Background: an optimization exercise with open tools, aiming at small area, a short achievable clock period and few clock cycles per item. Do not read the settings as production practice.
In this exercise RTL edits were held to simulation tests only and were not proved equivalent to the original.

==> flow/design.v (outline; a module is shown in full before it is edited, if it fits) <==
// module ntt_top: 1547 lines
// module ntt_fa: 4 lines
// module ntt_ha: 4 lines
// module ntt_a211o_1: 3 lines
// module ntt_a21o_1: 3 lines
// module ntt_a221o_1: 3 lines
// module ntt_a22o_1: 3 lines
// module ntt_a311oi_1: 3 lines
// module ntt_a31oi_1: 3 lines
// module ntt_a32o_1: 3 lines
// module ntt_a32oi_1: 3 lines
// module ntt_and2_1: 3 lines
// module ntt_inv_1: 3 lines
// module ntt_nand2_1: 3 lines
// module ntt_nand2b_1: 3 lines
// module ntt_nand3_1: 3 lines
// module ntt_nand3b_1: 3 lines
// module ntt_nand4_1: 3 lines
// module ntt_nor2_1: 3 lines
// module ntt_o211a_1: 3 lines
// module ntt_o21a_1: 3 lines
// module ntt_o21ai_0: 3 lines
// module ntt_o221a_1: 3 lines
// module ntt_o22a_1: 3 lines
// module ntt_o22ai_1: 3 lines
// module ntt_o311ai_0: 3 lines
// module ntt_o32a_1: 3 lines
// module ntt_or3_1: 3 lines
// module ntt_xnor2_1: 3 lines
// module ntt_xor2_1: 3 lines
module ntt_top (
  input  wire        clk, rst, start,
  input  wire [15:0] din0, din1, din2, din3, din4, din5, din6, din7, din8, din9, din10, din11, din12, din13, din14, din15,
  output wire [15:0] dout0, dout1, dout2, dout3, dout4, dout5, dout6, dout7, dout8, dout9, dout10, dout11, dout12, dout13, dout14, dout15,
  output wire        done
);
  // ...
==> flow/flow/run.sh <==
#!/bin/bash
# The standard layout (standard.sh: the standard flow's synthesis and ORFS flow), with two
# placement options changed:
#  - port buffers are sky130_fd_sc_hd__buf_1 instead of the default pick;
#  - the constant-0 outputs share tie cells instead of one tie cell per port.
set -euo pipefail
bash standard.sh \
  "BUFFER_PORTS_ARGS=-buffer_cell sky130_fd_sc_hd__buf_1" \
  SKIP_REPAIR_TIE_FANOUT=1 \
  finish > standard_flow.log 2>&1
==> flow/standard.sh <==
#!/bin/bash
# synth_recipe.tcl (not shown) runs the flow's synth.tcl, then flattens the netlist and writes it again
# the make line also repeats each setting of config.mk as NAME=value (left out here)
make -C /OpenROAD-flow-scripts/flow DESIGN_CONFIG=/design/flow/config.mk WORK_HOME=/design/flow/orfs CLKGATE_MAP_FILE= SYNTH_SCRIPT=/design/flow/synth_recipe.tcl "${@:-finish}"
==> flow/config.mk <==
export PLATFORM = sky130hd
export DESIGN_NAME = ntt_top
export DESIGN_NICKNAME = ntt_top
export VERILOG_FILES = /design/flow/design.v
export SDC_FILE = /design/flow/constraint.sdc
export NUM_CORES = 8
export LEC_CHECK = 0
export CAP_MARGIN = 20
export CORE_MARGIN = 2
export CORE_UTILIZATION = 30
export CTS_BUF_LIST = sky130_fd_sc_hd__clkbuf_8
export SETUP_SLACK_MARGIN = 2.0
export SLEW_MARGIN = 20
export SYNTH_HIERARCHICAL = 1
export SYNTH_MINIMUM_KEEP_SIZE = 0
==> flow/constraint.sdc <==
create_clock -name core_clock -period 22.0 [get_ports {clk}]
set_input_delay 4.4000 -clock core_clock [delete_from_list [all_inputs] [get_ports {clk}]]
set_output_delay 4.4000 -clock core_clock [all_outputs]
set_load 0.01 [all_outputs]
==> report_table.html, run 1 <==
<table>
<tr><th>Metric</th><th>Value</th></tr>
<tr><th colspan="2">Synth</th></tr>
<tr><td>Yosys top cell by area</td><td>sky130_fd_sc_hd__fa_1</td></tr>
<tr><td>Syn avg cell area</td><td>9.95 µm²</td></tr>
<tr><td>Post-Synth XOR/XNOR Area</td><td>0.392%</td></tr>
<tr><th colspan="2">Timing</th></tr>
<tr><td>Fin worst setup slack</td><td>about 3.4 ns</td></tr>
<tr><td>Clock Skew</td><td>0 ns</td></tr>
<tr><td>Post-route clock period utilization</td><td>~85%</td></tr>
<tr><td>Relative slew slack</td><td>58.3%</td></tr>
<tr><th colspan="2">Finish</th></tr>
<tr><td>Relative area change from synthesis to final layout</td><td>1.81%</td></tr>
<tr><td>Number of combinational gates with multiple inputs</td><td>roughly 730</td></tr>
<tr><td>Fraction of standard cell area in multi-input logic</td><td>67.0%</td></tr>
<tr><td>Total area of sequential cells</td><td>around 1600 µm²</td></tr>
<tr><th colspan="2">Worst setup path</th></tr>
<tr><td>Setup crit end kind</td><td>output pin</td></tr>
<tr><td>Sort of element at the start of the critical path</td><td>input port</td></tr>
<tr><th colspan="2">Placed design</th></tr>
<tr><td>Area after DPL</td><td>13500 µm²</td></tr>
<tr><td>Count of port buffers added during placement</td><td>163</td></tr>
<tr><th colspan="2">Status</th></tr>
<tr><td>Result of the run</td><td>timing/DRC/antenna clean</td></tr>
<tr><th colspan="2">Clock network</th></tr>
<tr><td>Number of setup buffers added after CTS</td><td>0</td></tr>
<tr><td>CTS sink cnt</td><td>80</td></tr>
<tr><th colspan="2">Route</th></tr>
<tr><td>WL met1</td><td>13.9 mm</td></tr>
<tr><td>Detailed router's first-iteration violation count</td><td>about 310</td></tr>
<tr><td>Number of optimization iterations in the first detailed-route pass</td><td>4</td></tr>
<tr><td>Vias</td><td>8060</td></tr>
<tr><th colspan="2">Floorplanning</th></tr>
<tr><td>Die extent in x</td><td>around 220 µm</td></tr>
</table>
Testbench counts, summed over its fixed seeds: cycles 2,400, items 2,400.
==> run 2: changes to the inputs <==
--- a/flow/config.mk
+++ b/flow/config.mk
@@ -9,5 +9,4 @@
 export CORE_MARGIN = 2
 export CORE_UTILIZATION = 30
-export CTS_BUF_LIST = sky130_fd_sc_hd__clkbuf_8
 export SETUP_SLACK_MARGIN = 2.0
 export SLEW_MARGIN = 20
==> report_table.html, run 2 <==
<table>
<tr><th>Metric</th><th>Value</th></tr>
<tr><th colspan="2">Status</th></tr>
<tr><td>Result of the run</td><td>timing/DRC/antenna clean</td></tr>
<tr><th colspan="2">Worst setup path</th></tr>
<tr><td>Critical path data arrival time</td><td>14.22 ns</td></tr>
<tr><td>WP data required</td><td>17.60 ns</td></tr>
<tr><td>Slowest stage cell, crit path</td><td>sky130_fd_sc_hd__fa_1</td></tr>
<tr><td>Highest fanout seen on the critical path</td><td>4</td></tr>
<tr><td>CP peak stage delay</td><td>0.48 ns</td></tr>
<tr><td>Sort of element at the start of the critical path</td><td>input port</td></tr>
<tr><td>Classification of the worst setup path</td><td>in2out</td></tr>
<tr><td>Setup crit end kind</td><td>output pin</td></tr>
<tr><td>Most frequent CP cell</td><td>sky130_fd_sc_hd__fa_1</td></tr>
<tr><th colspan="2">Finish</th></tr>
<tr><td>Relative area change from synthesis to final layout</td><td>2.57%</td></tr>
<tr><td>Top register by number of flip-flops</td><td>res</td></tr>
<tr><td>Net count of the finished layout</td><td>about 2000</td></tr>
<tr><td>Commonest non-fill, non-tap cells in the layout</td><td>sky130_fd_sc_hd__inv_1 (358), sky130_fd_sc_hd__fa_1 (340), sky130_fd_sc_hd__buf_1 (162)</td></tr>
<tr><td>Fillers</td><td>around 4600</td></tr>
<tr><td>Number of standard cells in the layout, taps in and fillers out</td><td>1947</td></tr>
<tr><td>Most common library cell in the layout ignoring fill and taps</td><td>sky130_fd_sc_hd__inv_1</td></tr>
<tr><td>Largest regs</td><td>res (80)</td></tr>
<tr><td>Post-layout instance area</td><td>roughly 14000 µm²</td></tr>
<tr><td>Share of final-layout standard cells stronger than drive strength 1</td><td>~1.5%</td></tr>
<tr><td>Largest register FFs</td><td>80</td></tr>
<tr><th colspan="2">Synth</th></tr>
<tr><td>Flip-flop and latch count after synthesis</td><td>80</td></tr>
<tr><td>Synth Instances</td><td>1347</td></tr>
<tr><td>Leading cell type by number of instances after synthesis</td><td>sky130_fd_sc_hd__inv_1</td></tr>
<tr><td>Proportion of synthesized chip area in sequential cells</td><td>around an eighth</td></tr>
<tr><td>Syn avg cell area</td><td>9.95 µm² (unchanged)</td></tr>
<tr><td>Post-synth top area share</td><td>between 50% and 60%</td></tr>
<tr><td>Net Count, Synth</td><td>roughly 2000</td></tr>
<tr><td>Yosys top cell by area</td><td>sky130_fd_sc_hd__fa_1</td></tr>
<tr><td>Number of flops mapped to enable cells by yosys</td><td>0</td></tr>
<tr><td>Biggest area contributors in the synthesized netlist</td><td>sky130_fd_sc_hd__fa_1 (51%), sky130_fd_sc_hd__dfxtp_1 (12%), sky130_fd_sc_hd__inv_1 (10%)</td></tr>
<tr><td>Cell area after synthesis</td><td>13400 µm²</td></tr>
<tr><td>Count of distinct cell types in the synthesized netlist</td><td>33</td></tr>
<tr><td>Commonest register cell after synthesis</td><td>sky130_fd_sc_hd__dfxtp_1</td></tr>
<tr><td>Count of synthesis-stage warnings from yosys</td><td>9</td></tr>
<tr><td>Async S/R FF share, synth</td><td>0%</td></tr>
<tr><td>Top cells by count, synth</td><td>sky130_fd_sc_hd__inv_1 (358), sky130_fd_sc_hd__fa_1 (340), sky130_fd_sc_hd__buf_4 (176)</td></tr>
<tr><th colspan="2">Clock network</th></tr>
<tr><td>Clock slew at the register clock pins of the worst setup and hold paths</td><td>0.07 ns</td></tr>
<tr><td>CTS sink cnt</td><td>80 (unchanged)</td></tr>
<tr><td>CTS tree</td><td>done</td></tr>
<tr><td>Root buffer cell</td><td>sky130_fd_sc_hd__clkbuf_16</td></tr>
<tr><td>Bufs on Longest Clock Path</td><td>2</td></tr>
<tr><td>Worst-Skew Late Latency</td><td>0.35 ns</td></tr>
<tr><td>CTS hold repair buffers</td><td>0</td></tr>
<tr><td>Number of CTS-inserted buffers</td><td>9</td></tr>
<tr><td>Post-cts repair resize count</td><td>0</td></tr>
<tr><td>Total number of H-tree levels</td><td>3</td></tr>
<tr><td>Number of setup buffers added after CTS</td><td>0 (unchanged)</td></tr>
<tr><th colspan="2">Timing</th></tr>
<tr><td>Fmax</td><td>roughly 54 MHz</td></tr>
<tr><td>Setup TNS Final</td><td>0 ns</td></tr>
<tr><td>Final number of hold-violating endpoints</td><td>0</td></tr>
<tr><td>Clock Skew</td><td>0 ns (unchanged)</td></tr>
<tr><td>Number of setup violations in the final report</td><td>0</td></tr>
<tr><td>Slew Viols, Final</td><td>0</td></tr>
<tr><td>Setup repair after global routing missed its margin</td><td>no</td></tr>
<tr><td>Post-route clock period utilization</td><td>84.7% (about the same)</td></tr>
<tr><td>Relative slew slack</td><td>57.8% (-0.43 points)</td></tr>
<tr><td>Worst Max-Slew Pin Slew</td><td>0.628 ns</td></tr>
<tr><td>Tmin final</td><td>roughly 19 ns</td></tr>
<tr><th colspan="2">GRT</th></tr>
<tr><td>Global route total overflow</td><td>0</td></tr>
<tr><td>Maximum number of pins on one net before global-route repair</td><td>177</td></tr>
<tr><td>Initial antenna violation count</td><td>8</td></tr>
<tr><td>Global router's overall resource usage</td><td>14.4%</td></tr>
<tr><td>Wire length of the first global-routing pass</td><td>approximately 51 mm</td></tr>
<tr><td>Vias in the first global route</td><td>9157</td></tr>
<tr><th colspan="2">Route</th></tr>
<tr><td>Aggregate routed wire length</td><td>31.5 mm</td></tr>
<tr><td>Detailed router's first-iteration violation count</td><td>310 (+0.65%)</td></tr>
<tr><td>Post-route DRC</td><td>0</td></tr>
<tr><td>Via count normalized by instance count</td><td>4.15</td></tr>
<tr><td>Vias</td><td>8072 (+0.15%)</td></tr>
<tr><td>Number of nets with antenna violations after detailed routing</td><td>0</td></tr>
<tr><td>Number of optimization iterations in the first detailed-route pass</td><td>5 (+1)</td></tr>
<tr><td>Post-detailed-route wirelength per cell</td><td>16.2 µm</td></tr>
<tr><th colspan="2">Placed design</th></tr>
<tr><td>Area after DPL</td><td>13500 µm² (unchanged)</td></tr>
<tr><td>Count of port buffers added during placement</td><td>163 (unchanged)</td></tr>
<tr><td>Cells after DPL</td><td>between 1500 and 2000</td></tr>
<tr><td>Weighted congestion reported at the end of routability-driven placement</td><td>0.840</td></tr>
<tr><td>HPWL Detailed</td><td>28.8 mm</td></tr>
<tr><th colspan="2">Hold path</th></tr>
<tr><td>Worst hold path class</td><td>reg2reg</td></tr>
<tr><th colspan="2">Floorplanning</th></tr>
<tr><td>DIE AREA</td><td>~46000 µm²</td></tr>
<tr><td>Count of boundary I/O pins</td><td>516</td></tr>
<tr><td>Row Count</td><td>77</td></tr>
<tr><td>Die extent in x</td><td>215 µm (unchanged)</td></tr>
<tr><td>Initial cell density of the core</td><td>about 30%</td></tr>
<tr><td>Die Y-Extent</td><td>215 µm</td></tr>
<tr><td>Core area</td><td>~44000 µm²</td></tr>
<tr><th colspan="2">Job</th></tr>
<tr><td>Number of max-cap violations</td><td>0</td></tr>
</table>
==> run 2: cell counts after synthesis <==
Identical to the previous run, type by type.
==> run 2: logic make-up (layout without fill, tap and decap cells) <==
| family | count (synthesis) | after routing | synth area share [%] |
|---|---|---|---|
| buffers and inverters | 534 | 539 | 19.9 |
| XOR/XNOR | 6 | 6 | 0.392 |
| adder cells (fa/ha/maj) | 392 | 392 | 55.6 |
| flip-flops | 80 | 80 | 11.9 |
| other | 1 | 4 | 0.0280 |
| AO/OA/AOI/OAI | 101 | 101 | 4.88 |
| AND/OR/NAND/NOR | 233 | 233 | 7.24 |
==> run 2: stage by stage <==
stage / hold WS, ns / utilization [%] / setup WS, ns
4_1_cts: 0.442 / 31.1 / 3.35
3_3_place_gp: 0.423 / 30.5 / 3.53
6_report: 0.438 / 31.2 / 3.38
3_5_place_dp: 0.427 / 30.5 / 3.37
5_1_grt: 0.459 / 31.1 / 2.90
2_1_floorplan: 0.474 / - / 4.31
==> run 2: final cells by class <==
| class | instances | area (µm²) | share of cell area (%) |
|---|---|---|---|
| antenna | 3 | 7.51 | 0.0546 |
| clock buffer | 9 | 225 | 1.64 |
| clock inverter | 7 | 61.3 | 0.446 |
| inverter | 358 | 1340 | 9.77 |
| multi-input combinational | 733 | 9140 | 66.5 |
| sequential | 80 | 1600 | 11.6 |
| tap | 592 | 741 | 5.39 |
| timing repair buffer | 165 | 631 | 4.59 |
==> run 2: metal layers <==
metal / track usage [%] / vias to the layer above / part of all wire, % / wire length [µm]
met2: 24.9 / 184 / 49 / 15300
met4: 3.86 / 10 / 2.2 / 692
met1: 18.4 / 4094 / 43 / 13600
li1: - / 3756 / - / -
met5: 0 / - / 0.22 / 70
met3: 2.83 / 28 / 5.9 / 1850
==> run 2: per-module statistics from Yosys (local to each module, per instance), a selection <==
module        copies in the design  cells inside  flip-flops and latches  area [µm²]
ntt_a211o_1                      1             1                       0        8.76
ntt_a21o_1                       2             1                       0        7.51
ntt_a22o_1                       5             1                       0        8.76
ntt_a311oi_1                     2             1                       0        8.76
ntt_a31oi_1                     10             1                       0        6.26
ntt_nand2b_1                    11             1                       0        6.26
ntt_nor2_1                      76             1                       0        3.75
ntt_o211a_1                      2             1                       0        10.0
ntt_o21a_1                       5             1                       0        7.51
ntt_o311ai_0                     2             1                       0        8.76
ntt_o32a_1                       2             1                       0        10.0
ntt_or3_1                        2             1                       0        6.26
ntt_xor2_1                       2             1                       0        8.76
==> run 2: critical path: cells and delay by family <==
kind | cells | cell delay [ns]
adders and majority gates | 21 | 7.92
AOI/OAI and AO/OA | 4 | 0.60
buffers and inverters | 7 | 0.78
and+or+nand+nor | 4 | 0.53
==> run 2: path summary, 6_finish.rpt <==
kind,from,to,slack (ns),cells past startpoint
hold reg to reg,res[12][4],res[12][4],0.44,2
setup / recovery,din1[0],dout13[4],3.38,36
hold / removal,res[12][4],res[12][4],0.44,2
setup reg to reg,res[6][3],res[6][3],21.15,2

==> what the ideal ports hide <==
In the flow no input, the clock included, has a driving cell. The finished layouts below were timed again as built, in two steps. Step 1 sets driving cells, clkbuf_16 on the clock port and buf_2 on the other inputs (assumed; they add their load-dependent delay and slew). Step 2 times the ports against the registers' clock, not the clock port: input delays grow and output delays shrink by t, the midpoint of the rising clock arrivals with the driver on. a / b / c = no drivers / after step 1 / after step 2; a / b = the first two.
| run | t, ns | setup WS [ns] | clock arrival spread, ns | pins driven straight from the clock port |
|---|---|---|---|---|
| run 1 | 0.429 | 3.370 / 3.350 / 3.350 | 0.022 / 0.022 | 1 |
| run 2 | 0.399 | 3.375 / 3.355 / 3.355 | 0.013 / 0.013 | 1 |
After both steps every run listed still meets setup and hold.
